Background: an optimization exercise with open tools, aiming at small area. Do not read the settings as production practice.
Only simulation tests tie the RTL to the original design; equivalence was not proved.

==> inputs of job 7227 <==
==> flow/design.v <==
module FIFO (
    output [WIDTH-1:0] data_out,         
    output valid,                        
    output [$clog2(DEPTH)-1:0] count,    
    output reg overflow,                 
    output reg underflow,                
    output full,                         
    output near_full,                    
    output near_empty,                   
    output empty,                        
    input [WIDTH-1:0] data_in,           
    input clk,                           
    input wr_en,                         
    input rd_en,                         
    input rst                            
);
parameter WIDTH = 8;
parameter DEPTH = 32;
parameter near_e_depth = 2;
parameter near_f_depth = 2;
localparam AW = $clog2(DEPTH);
reg [WIDTH-1:0] mem [0:DEPTH-1];
reg [AW-1:0]    n;
reg             none_read;
assign count      = n;
assign empty      = (n == 0);
assign full       = (n == DEPTH-1);
assign near_empty = (n <= near_e_depth) && !empty;
assign near_full  = (n >= (DEPTH-1 - near_f_depth)) && !full;
assign valid      = rd_en && !empty;
wire wr_ok = wr_en && !full;
wire rd_ok = rd_en && !empty;
wire cnt_up = wr_ok && !rd_ok;
wire cnt_dn = rd_ok && !wr_ok;
reg [AW-1:0] n_tgl;
integer t;
always @(*)
    for (t = 0; t < AW; t = t + 1)
        n_tgl[t] = (cnt_up && &(n | ({AW{1'b1}} << t))) ||
                   (cnt_dn && ~|(n & ~({AW{1'b1}} << t)));
always @(posedge clk or negedge rst) begin
    if (!rst) begin
        n         <= 'b0;
        overflow  <= 1'b0;
        underflow <= 1'b0;
        none_read <= 1'b1;
    end else begin
        n <= n ^ n_tgl;
        if (rd_ok)
            overflow <= 1'b0;
        else if (wr_en && full)
            overflow <= 1'b1;
        if (rd_en && empty)
            underflow <= 1'b1;
        else if (wr_ok)
            underflow <= 1'b0;
        if (rd_ok)
            none_read <= 1'b0;
    end
end
always @(posedge clk)
    if (wr_ok)
        mem[0] <= data_in;
genvar g;
generate
    for (g = 1; g < DEPTH; g = g + 1) begin : shift
        always @(posedge clk)
            if (wr_ok)
                mem[g] <= mem[g-1];
    end
endgenerate
wire [DEPTH-1:0] sel = {{(DEPTH-1){1'b0}}, !none_read} << n;
genvar b, j;
generate
    for (b = 0; b < WIDTH; b = b + 1) begin : rd
        wire [10:0] grp_n;
        for (j = 0; j < 10; j = j + 1) begin : g3
            FIFO_aoi222 u (
                .a1(mem[3*j][b]),   .a2(sel[3*j]),
                .b1(mem[3*j+1][b]), .b2(sel[3*j+1]),
                .c1(mem[3*j+2][b]), .c2(sel[3*j+2]),
                .y(grp_n[j]));
        end
        FIFO_aoi22 u30 (
            .a1(mem[30][b]), .a2(sel[30]),
            .b1(mem[31][b]), .b2(sel[31]),
            .y(grp_n[10]));
        assign data_out[b] = ~&grp_n;
    end
endgenerate
endmodule
module FIFO_aoi222 (input a1, a2, b1, b2, c1, c2, output y);
    assign y = ~((a1 & a2) | (b1 & b2) | (c1 & c2));
endmodule
module FIFO_aoi22 (input a1, a2, b1, b2, output y);
    assign y = ~((a1 & a2) | (b1 & b2));
endmodule
==> flow/flow/run.sh <==
#!/bin/bash
set -euo pipefail
export BUFFER_PORTS_ARGS="-buffer_cell sky130_fd_sc_hd__buf_1"
export CTS_ARGS="-sink_clustering_enable -repair_clock_nets -dont_use_dummy_load -buf_list {sky130_fd_sc_hd__clkbuf_16} -sink_clustering_size 36 -sink_clustering_max_diameter 80"
bash standard.sh > standard.log 2>&1
==> flow/standard.sh <==
#!/bin/bash
# synth_recipe.tcl (not shown) runs the flow's synth.tcl, then flattens the netlist and writes it again
# the make line also repeats each setting of config.mk as NAME=value (left out here)
make -C /OpenROAD-flow-scripts/flow DESIGN_CONFIG=/design/flow/config.mk WORK_HOME=/design/flow/orfs CLKGATE_MAP_FILE= SYNTH_SCRIPT=/design/flow/synth_recipe.tcl "${@:-finish}"
==> flow/config.mk <==
export PLATFORM = sky130hd
export DESIGN_NAME = FIFO
export DESIGN_NICKNAME = FIFO
export VERILOG_FILES = /design/flow/design.v
export SDC_FILE = /design/flow/constraint.sdc
export NUM_CORES = 4
export LEC_CHECK = 0
export CAP_MARGIN = 20
export CORE_MARGIN = 2
export CORE_UTILIZATION = 65
export PLACE_DENSITY = 0.75
export SLEW_MARGIN = 20
export SYNTH_HIERARCHICAL = 1
export SYNTH_MINIMUM_KEEP_SIZE = 0
==> flow/constraint.sdc <==
create_clock -name core_clock -period 5.0 [get_ports {clk}]
set_input_delay 1.0000 -clock core_clock [delete_from_list [all_inputs] [get_ports {clk}]]
set_output_delay 1.0000 -clock core_clock [all_outputs]
set_load 0.01 [all_outputs]
==> job 7560 (differences from job 7227) <==
--- a/flow/design.v
+++ b/flow/design.v
@@ -22,5 +22,4 @@
 reg [WIDTH-1:0] mem [0:DEPTH-1];
 reg [AW-1:0]    n;
-reg             none_read;
 assign count      = n;
 assign empty      = (n == 0);
@@ -31,44 +30,5 @@
 wire wr_ok = wr_en && !full;
 wire rd_ok = rd_en && !empty;
-wire cnt_up = wr_ok && !rd_ok;
-wire cnt_dn = rd_ok && !wr_ok;
-reg [AW-1:0] n_tgl;
-integer t;
-always @(*)
-    for (t = 0; t < AW; t = t + 1)
-        n_tgl[t] = (cnt_up && &(n | ({AW{1'b1}} << t))) ||
-                   (cnt_dn && ~|(n & ~({AW{1'b1}} << t)));
-always @(posedge clk or negedge rst) begin
-    if (!rst) begin
-        n         <= 'b0;
-        overflow  <= 1'b0;
-        underflow <= 1'b0;
-        none_read <= 1'b1;
-    end else begin
-        n <= n ^ n_tgl;
-        if (rd_ok)
-            overflow <= 1'b0;
-        else if (wr_en && full)
-            overflow <= 1'b1;
-        if (rd_en && empty)
-            underflow <= 1'b1;
-        else if (wr_ok)
-            underflow <= 1'b0;
-        if (rd_ok)
-            none_read <= 1'b0;
-    end
-end
-always @(posedge clk)
-    if (wr_ok)
-        mem[0] <= data_in;
-genvar g;
-generate
-    for (g = 1; g < DEPTH; g = g + 1) begin : shift
-        always @(posedge clk)
-            if (wr_ok)
-                mem[g] <= mem[g-1];
-    end
-endgenerate
-wire [DEPTH-1:0] sel = {{(DEPTH-1){1'b0}}, !none_read} << n;
+wire [DEPTH-1:0] sel = {{(DEPTH-1){1'b0}}, 1'b1} << n;
 genvar b, j;
 generate
@@ -89,4 +49,38 @@
     end
 endgenerate
+always @(posedge clk or negedge rst) begin
+    if (!rst) begin
+        n         <= 'b0;
+        overflow  <= 1'b0;
+        underflow <= 1'b0;
+    end else begin
+        if (wr_ok && !rd_ok)
+            n <= n + 1'b1;
+        else if (rd_ok && !wr_ok)
+            n <= n - 1'b1;
+        if (rd_ok)
+            overflow <= 1'b0;
+        else if (wr_en && full)
+            overflow <= 1'b1;
+        if (rd_en && empty)
+            underflow <= 1'b1;
+        else if (wr_ok)
+            underflow <= 1'b0;
+    end
+end
+always @(posedge clk or negedge rst) begin
+    if (!rst)
+        mem[0] <= 'b0;
+    else if (wr_ok)
+        mem[0] <= data_in;
+end
+genvar g;
+generate
+    for (g = 1; g < DEPTH; g = g + 1) begin : shift
+        always @(posedge clk)
+            if (wr_ok)
+                mem[g] <= mem[g-1];
+    end
+endgenerate
 endmodule
 module FIFO_aoi222 (input a1, a2, b1, b2, c1, c2, output y);
==> flow/flow/run.sh (replaced) <==
#!/bin/bash
set -euo pipefail
export BUFFER_PORTS_ARGS="-buffer_cell sky130_fd_sc_hd__buf_1"
export CTS_ARGS="-sink_clustering_enable -repair_clock_nets -dont_use_dummy_load -buf_list {sky130_fd_sc_hd__clkbuf_8 sky130_fd_sc_hd__clkbuf_16} -sink_clustering_size 30 -sink_clustering_max_diameter 120"
bash standard.sh > standard.log 2>&1
--- a/flow/config.mk
+++ b/flow/config.mk
@@ -8,6 +8,5 @@
 export CAP_MARGIN = 20
 export CORE_MARGIN = 2
-export CORE_UTILIZATION = 65
-export PLACE_DENSITY = 0.75
+export CORE_UTILIZATION = 40
 export SLEW_MARGIN = 20
 export SYNTH_HIERARCHICAL = 1
==> job 9257 (differences from job 7227) <==
==> flow/flow/run.sh (replaced) <==
#!/bin/bash
# The standard layout, with three changes that only shrink the cells:
#  - ports are buffered with buf_1,
#  - the clock tree uses clkbuf_4/clkbuf_8 in clusters of 20 sinks and no
#    dummy loads,
#  - after placement, gates that synthesis upsized are sized back down where
#    timing allows (downsize.tcl), then slew/cap are repaired as usual.
# make's output goes to standard_*.log here and each tool's full log to
# orfs/logs; downsize.tcl's output goes to downsize.log.
set -euo pipefail
export BUFFER_PORTS_ARGS="-buffer_cell sky130_fd_sc_hd__buf_1"
export CTS_ARGS="-sink_clustering_enable -repair_clock_nets -dont_use_dummy_load -buf_list {sky130_fd_sc_hd__clkbuf_8} -sink_clustering_size 20 -sink_clustering_max_diameter 60"
bash standard.sh place > standard_place.log 2>&1

openroad -no_init -exit flow/downsize.tcl -log downsize_tool.log > downsize.log 2>&1 || true
bash standard.sh > standard_finish.log 2>&1
==> flow/flow/downsize.tcl (new file) <==
# Runs between the standard placement and clock-tree synthesis.
# Synthesis and the floorplan's timing repair (which works from wire-load
# models) leave some gates and buffers larger than the placed design needs.
# Size each combinational gate and buffer down to the smallest drive of the
# same function that keeps setup slack and slews comfortable, then let
# repair_design / repair_timing fix anything that is left.
set P $::env(FLOW_HOME)/platforms/sky130hd
set R orfs/results/sky130hd/FIFO/base
read_lef $P/lef/sky130_fd_sc_hd.tlef
read_lef $P/lef/sky130_fd_sc_hd_merged.lef
read_liberty $P/lib/sky130_fd_sc_hd__tt_025C_1v80.lib
read_db $R/3_place.odb
read_sdc $R/3_place.sdc
source $P/setRC.tcl
set_dont_use [concat [get_lib_cells sky130_fd_sc_hd__probe*] [get_lib_cells sky130_fd_sc_hd__lpflow_*]]
estimate_parasitics -placement
puts "area before [expr {[rsz::design_area] * 1e12}]"
report_worst_slack -max

set slew_cap 0.75e-9
set slack_floor 0.4e-9

proc ok_now {inst} {
  global slew_cap slack_floor
  estimate_parasitics -placement
  if {[sta::max_slew_violation_count] > 0} { return 0 }
  if {[sta::max_capacitance_violation_count] > 0} { return 0 }
  if {[sta::worst_slack_cmd max] < $slack_floor} { return 0 }
  foreach p [get_pins -of_objects $inst -filter "direction==output"] {
    if {[get_property $p slew_max] > $slew_cap * 1e9} { return 0 }
  }
  return 1
}
puts "slack [sta::worst_slack_cmd max] slew viol [sta::max_slew_violation_count]"

proc lib_area {lc} { return [get_property $lc area] }

set cands {}
foreach inst [get_cells *] {
  set m [get_property $inst ref_name]
  if {![regexp {^(sky130_fd_sc_hd__[a-z0-9]+)_([0-9]+)$} $m -> base sz]} { continue }
  if {[regexp {df|dl|clk|tap|fill|decap|conb|probe|lpflow} $base]} { continue }
  lappend cands [list [lib_area [get_lib_cells $m]] $inst $base $m]
}
set saved 0.0
foreach c [lsort -real -decreasing -index 0 $cands] {
  lassign $c a inst base m
  set smaller {}
  foreach lc [get_lib_cells ${base}_*] {
    if {![regexp "^${base}_\[0-9\]+\$" [get_name $lc]]} { continue }
    set la [lib_area $lc]
    if {$la < $a} { lappend smaller [list $la $lc] }
  }
  foreach s [lsort -real -increasing -index 0 $smaller] {
    lassign $s la lc
    replace_cell $inst $lc
    if {[ok_now $inst]} {
      set saved [expr {$saved + $a - $la}]
      puts "downsized [get_full_name $inst] $m -> [get_name $lc]"
      break
    }
    replace_cell $inst [get_lib_cells $m]
  }
}
estimate_parasitics -placement
puts "saved $saved"
repair_design -slew_margin 20 -cap_margin 20 -verbose
repair_timing -setup -verbose
puts "area after [expr {[rsz::design_area] * 1e12}]"
report_worst_slack -max
detailed_placement
check_placement
write_db $R/3_place.odb
--- a/flow/config.mk
+++ b/flow/config.mk
@@ -8,6 +8,6 @@
 export CAP_MARGIN = 20
 export CORE_MARGIN = 2
-export CORE_UTILIZATION = 65
-export PLACE_DENSITY = 0.75
+export CORE_UTILIZATION = 80
+export PLACE_DENSITY = 0.9
 export SLEW_MARGIN = 20
 export SYNTH_HIERARCHICAL = 1
==> job 5793 (differences from job 7227) <==
==> flow/flow/run.sh (replaced) <==
#!/bin/bash
# The standard layout (standard.sh), with changes that only shrink cells:
#  - ports are buffered with buf_1 instead of clkdlybuf4s50_1,
#  - the clock tree is built from clkbuf_8 in clusters of at most 18 sinks
#    within 50 um, without dummy loads,
#  - after placement, gates that synthesis or the floorplan's wire-load
#    timing repair upsized are sized back down where timing allows
#    (downsize.tcl); repair_design / repair_timing then run as usual.
# make's output goes to standard_*.log here and each tool's full log to
# orfs/logs; downsize.tcl's output goes to downsize.log.
set -euo pipefail
export BUFFER_PORTS_ARGS="-buffer_cell sky130_fd_sc_hd__buf_1"
export CTS_ARGS="-sink_clustering_enable -repair_clock_nets -dont_use_dummy_load -buf_list {sky130_fd_sc_hd__clkbuf_8} -sink_clustering_size 20 -sink_clustering_max_diameter 50"
bash standard.sh place > standard_place.log 2>&1
openroad -no_init -exit flow/downsize.tcl > downsize.log 2>&1 || true
bash standard.sh > standard_finish.log 2>&1
==> flow/flow/downsize.tcl (new file) <==
# Runs between the standard placement and clock-tree synthesis.
# Synthesis and the floorplan's timing repair (which works from wire-load
# models) leave some gates and buffers larger than the placed design needs.
# Size each combinational gate and buffer down to the smallest drive of the
# same function that keeps setup slack and slews comfortable, then let
# repair_design / repair_timing fix anything that is left.
set P $::env(FLOW_HOME)/platforms/sky130hd
set R orfs/results/sky130hd/FIFO/base
read_lef $P/lef/sky130_fd_sc_hd.tlef
read_lef $P/lef/sky130_fd_sc_hd_merged.lef
read_liberty $P/lib/sky130_fd_sc_hd__tt_025C_1v80.lib
read_db $R/3_place.odb
read_sdc $R/3_place.sdc
source $P/setRC.tcl
set_dont_use [concat [get_lib_cells sky130_fd_sc_hd__probe*] [get_lib_cells sky130_fd_sc_hd__lpflow_*]]
estimate_parasitics -placement
puts "area before [expr {[rsz::design_area] * 1e12}]"
report_worst_slack -max

set slew_cap 0.75e-9
set slack_floor 0.4e-9

proc ok_now {inst} {
  global slew_cap slack_floor
  estimate_parasitics -placement
  if {[sta::max_slew_violation_count] > 0} { return 0 }
  if {[sta::max_capacitance_violation_count] > 0} { return 0 }
  if {[sta::worst_slack_cmd max] < $slack_floor} { return 0 }
  foreach p [get_pins -of_objects $inst -filter "direction==output"] {
    if {[get_property $p slew_max] > $slew_cap * 1e9} { return 0 }
  }
  return 1
}
puts "slack [sta::worst_slack_cmd max] slew viol [sta::max_slew_violation_count]"

proc lib_area {lc} { return [get_property $lc area] }

set cands {}
foreach inst [get_cells *] {
  set m [get_property $inst ref_name]
  if {![regexp {^(sky130_fd_sc_hd__[a-z0-9]+)_([0-9]+)$} $m -> base sz]} { continue }
  if {[regexp {df|dl|clk|tap|fill|decap|conb|probe|lpflow} $base]} { continue }
  lappend cands [list [lib_area [get_lib_cells $m]] $inst $base $m]
}
set saved 0.0
foreach c [lsort -real -decreasing -index 0 $cands] {
  lassign $c a inst base m
  set smaller {}
  foreach lc [get_lib_cells ${base}_*] {
    if {![regexp "^${base}_\[0-9\]+\$" [get_name $lc]]} { continue }
    set la [lib_area $lc]
    if {$la < $a} { lappend smaller [list $la $lc] }
  }
  foreach s [lsort -real -increasing -index 0 $smaller] {
    lassign $s la lc
    replace_cell $inst $lc
    if {[ok_now $inst]} {
      set saved [expr {$saved + $a - $la}]
      puts "downsized [get_full_name $inst] $m -> [get_name $lc]"
      break
    }
    replace_cell $inst [get_lib_cells $m]
  }
}
estimate_parasitics -placement
puts "saved $saved"
repair_design -slew_margin 20 -cap_margin 20 -verbose
repair_timing -setup -verbose
puts "area after [expr {[rsz::design_area] * 1e12}]"
report_worst_slack -max
detailed_placement
check_placement
write_db $R/3_place.odb
--- a/flow/config.mk
+++ b/flow/config.mk
@@ -8,6 +8,6 @@
 export CAP_MARGIN = 20
 export CORE_MARGIN = 2
-export CORE_UTILIZATION = 65
-export PLACE_DENSITY = 0.75
+export CORE_UTILIZATION = 80
+export PLACE_DENSITY = 0.9
 export SLEW_MARGIN = 20
 export SYNTH_HIERARCHICAL = 1
==> run summary <==
status no timing/DRC/antenna violations; number of synthesized flops with an enable pin 248; final net count 540; Synth Area in Simple Gates 4.666%; TritonCTS buffer count 12
The numbers above come from job 7560.

==> run summary <==
area delta synth->final 7.107%; final net count 525; number of synthesized flops with an enable pin 256; status no timing/DRC/antenna violations; TritonCTS buffer count 12; Non-clock buffer share 1.643%; Synth Area in Simple Gates 4.831%; biggest regs mem x256, n x5
The numbers above come from job 7227.

==> run summary <==
Synth Area in Simple Gates 4.831%; number of synthesized flops with an enable pin 256; final net count 529; TritonCTS buffer count 17; xor-xnor portion of the synthesized cell area 0.5558%; status no timing/DRC/antenna violations; met3 wire len 2243 um
The numbers above come from job 5793.

==> run summary <==
status no timing/DRC/antenna violations; initial antenna violation count 0; die width 112.7 um; final net count 529; number of synthesized flops with an enable pin 256; post-synthesis register bit count 264; Synth Area in Simple Gates 4.831%; TritonCTS buffer count 17; multi-input gate share of total cell area 14.54%
The numbers above come from job 9257.

static timing again, ports no longer ideal:
The flow's constraints put no driver on any port. The routed layouts listed below were extracted and timed again, unchanged, in two steps.
Step 1, drivers: a clkbuf_16 drives clk and a buf_2 each remaining input, both assumed.
Step 2 adds t to the input delays and takes it off the output delays; t is the mean of the earliest and latest rising clock arrival at the registers after step 1. Input paths then give back, and output paths get back, about the clock's delay inside the block.
Slacks: ideal / step 1 / step 2; pairs: ideal / step 1.
run | t, ns | setup slack, ns | hold slack, ns | latest minus earliest clock arrival (ns)
job 7227 | 0.496 | 0.819 / 0.778 / 1.274 | 0.395 / 0.395 / 0.395 | 0.062 / 0.062
job 7560 | 0.512 | 0.800 / 0.759 / 1.270 | 0.443 / 0.443 / 0.443 | 0.033 / 0.033
job 9257 | 0.534 | 0.907 / 0.870 / 1.404 | 0.392 / 0.379 / 0.433 | 0.034 / 0.034
job 5793 | 0.542 | 0.894 / 0.854 / 1.396 | 0.407 / 0.392 / 0.450 | 0.027 / 0.027
After both steps every run listed still meets setup and hold.
